From an optimization exercise on the open Yosys and OpenROAD flow, aimed at small area, a short achievable clock period and few clock cycles; shortcuts taken in it are not production practice. The RTL was checked by simulation tests, not by an equivalence proof against the original design. Power and IR drop assume default switching activity.

## exp/umber
// booth_multiplier
module booth_multiplier(clk, reset_n, multiplier, multiplicand, op_start, op_clear, op_done, result);
Size in the first run: ~0.023 mm2 of cells after synthesis.
clock: 5.5 ns
lec_check: 0
abc_clock_period_in_ps: 2500
cap_margin: 20
core_margin: 2
core_utilization: 45
place_density: 0.6
setup_slack_margin: 2.5
slew_margin: 20
synth_hierarchical: 1
standard.sh (not shown) runs the stock make flow with config.mk's settings and CLKGATE_MAP_FILE= SYNTH_SCRIPT=/design/flow/synth_recipe.tcl, a recipe that flattens the netlist after the stock synthesis.
==> flow/flow/run.sh <==
#!/bin/bash
# The standard synthesis and layout, with the port buffers the standard flow's flow adds made from
# sky130_fd_sc_hd__buf_1 instead of the cell buffer_ports picks by itself.
set -euo pipefail
bash standard.sh synth > synth.log 2>&1
export BUFFER_PORTS_ARGS="-buffer_cell sky130_fd_sc_hd__buf_1"
bash standard.sh > layout.log 2>&1
Testbench counts of exp/umber, summed over its fixed seeds: cycles 4,224.
The following lists how exp/raven was set up differently from exp/umber:
- SETUP_SLACK_MARGIN now 2.3, was 2.5
- CORE_UTILIZATION now 50, was 45
- PLACE_DENSITY now 0.65, was 0.6
### Flow results
- Delta(routed wire length, exp/raven - exp/umber) < 0
- exp/umber has a higher share of layout cells above drive strength 1 than exp/raven.
- exp/raven vs exp/umber — global-route met1 utilization rose 2.2 points.
- exp/raven ran to completion and came out clean on the timing, DRC and antenna checks.
- Delta (exp/raven minus exp/umber): clock power fell about 8%, maximum number of pins on one net before global-route repair -43, first-pass GRT wire length decreased by about 2.8% relative to the old numbers, signed area change from the synthesized netlist to the final layout went down 3.6 points.
- Taking exp/umber as the reference, in exp/raven count of non-CTS inverters in the layout has remained practically unchanged; slew of the pin with the lowest slew margin has decreased; worst setup slack has decreased.
Input changes introduced in exp/zinc (baseline for comparison: exp/raven):
- a change of SETUP_SLACK_MARGIN from 2.3 to 2.5
diff --git a/flow/flow/run.sh b/flow/flow/run.sh
--- a/flow/flow/run.sh
+++ b/flow/flow/run.sh
@@ -3 +3,2 @@
-# sky130_fd_sc_hd__buf_1 instead of the cell buffer_ports picks by itself.
+# sky130_fd_sc_hd__buf_1 instead of the cell buffer_ports picks by itself, and ORFS's
+# power recovery (downsizing gates off the critical paths) after global routing.
@@ -6,0 +8 @@
+export RECOVER_POWER=50
==> run summary <==
- The layout from exp/zinc, despite a flow that completed every stage, fails the layout checks, with the failing checks listed as max-capacitance violations, max-slew violations.
- Comparing exp/raven against exp/zinc, there is no change at all in cell count after synthesis.
- Taking exp/raven as the reference point, the max-slew headroom at the worst pin of exp/zinc falls by 160 points.
- Number of nets in the finished design of exp/zinc exceeds that of exp/raven slightly.

* * *

== onyx ==
booth_multiplier again, from the RTL that the note above started with.
export LEC_CHECK = 0
export ABC_CLOCK_PERIOD_IN_PS = 2500
export CAP_MARGIN = 20
export CORE_MARGIN = 2
export CORE_UTILIZATION = 50
export PLACE_DENSITY = 0.55
export SETUP_SLACK_MARGIN = 2.5
export SLEW_MARGIN = 20
export SYNTH_HIERARCHICAL = 1
create_clock -name core_clock -period 5.5 [get_ports {clk}]
==> flow/flow/run.sh <==
#!/bin/bash
# The standard synthesis and layout, with the port buffers the standard flow's flow adds made from
# sky130_fd_sc_hd__buf_1 instead of the cell buffer_ports picks by itself.
set -euo pipefail
bash standard.sh synth > synth.log 2>&1
export BUFFER_PORTS_ARGS="-buffer_cell sky130_fd_sc_hd__buf_1"
bash standard.sh > layout.log 2>&1
onyx finished every step from synthesis to the final layout, and the layout passed the timing, DRC and antenna checks.
Testbench counts of onyx, summed over its fixed seeds: cycles 4,224.
Setup changes, onyx to nickel
- changing PLACE_DENSITY from 0.55 to 0.65
--- outcome ---
Compared onyx against nickel; area used by multi-input combinational logic within noise.
Changes observed in nickel relative to onyx: post-route cell area went down 1.3%; core utilization of the finished layout saw a decrease; detailed-router iteration count before antenna repair moved up.
[inputs] sierra vs nickel
- CORE_UTILIZATION changed from 50 to 60
- PLACE_DENSITY changed from 0.65 to 0.72
Notes after the runs:
- Compared sierra vs nickel, and synthesis-to-finish area growth is down in sierra.
- Of sierra and nickel, the run reporting the higher number of global-route vias before repair was sierra.
- Initial antenna violation count ends up higher on nickel.
- On via count: sierra sits above nickel.
diff inputs: sierra => quartz
- PLACE_DENSITY now 0.65, was 0.72
- CORE_UTILIZATION now 50, was 60
- SETUP_SLACK_MARGIN now 2.6, was 2.5
==> run summary <==
quartz went all the way through the flow, and no timing, DRC or antenna check failed.
Against sierra, design area in quartz rose slightly.
Diff sierra -> quartz | global-route track usage on met2 | decrease of 8.9 points
On wire length of the first global-routing pass: between sierra and quartz, it ends up higher for quartz.
Going from sierra to quartz, number of clock buffers inserted by TritonCTS grows by 1.
Compared with sierra, in quartz routed wire length on met2 has increased, worst reg-to-reg path cell count increased by 2 relative to the old numbers.
Diff sierra -> quartz: routed wire length on met3 now smaller, total power draw now smaller.

-- static timing again, ports no longer ideal --
How much do the figures lean on ideal ports? The routed layouts below were timed once more, with nothing changed but the port constraints. Step 1 (the two cells are an assumption about what drives the block):
set clk [get_ports {clk}]
set_driving_cell -lib_cell sky130_fd_sc_hd__clkbuf_16 $clk
set_driving_cell -lib_cell sky130_fd_sc_hd__buf_2 [delete_from_list [all_inputs] $clk]
Step 2 adds t to the input delays and takes it off the output delays; t is the mean of the earliest and latest rising clock arrival at the registers after step 1. Input paths then give back, and output paths get back, about the clock's delay inside the block. Slacks: ideal / step 1 / step 2; pairs: ideal / step 1.
run	t, ns	slack for setup (ns)	pins driven straight from the clock port
exp/umber	0.637	2.528 / 2.540 / 1.904	1
exp/raven	0.613	2.382 / 2.382 / 1.811	1
exp/zinc	0.622	1.798 / 1.798 / 1.798	1
onyx	0.633	2.549 / 2.581 / 1.949	1
nickel	0.623	2.550 / 2.550 / 1.934	1
sierra	0.616	2.532 / 2.538 / 1.922	1
quartz	0.628	2.590 / 2.577 / 1.949	1
The setup slack of quartz, which loses most, moves by -0.013 ns with the drivers and by -0.641 ns with both steps.
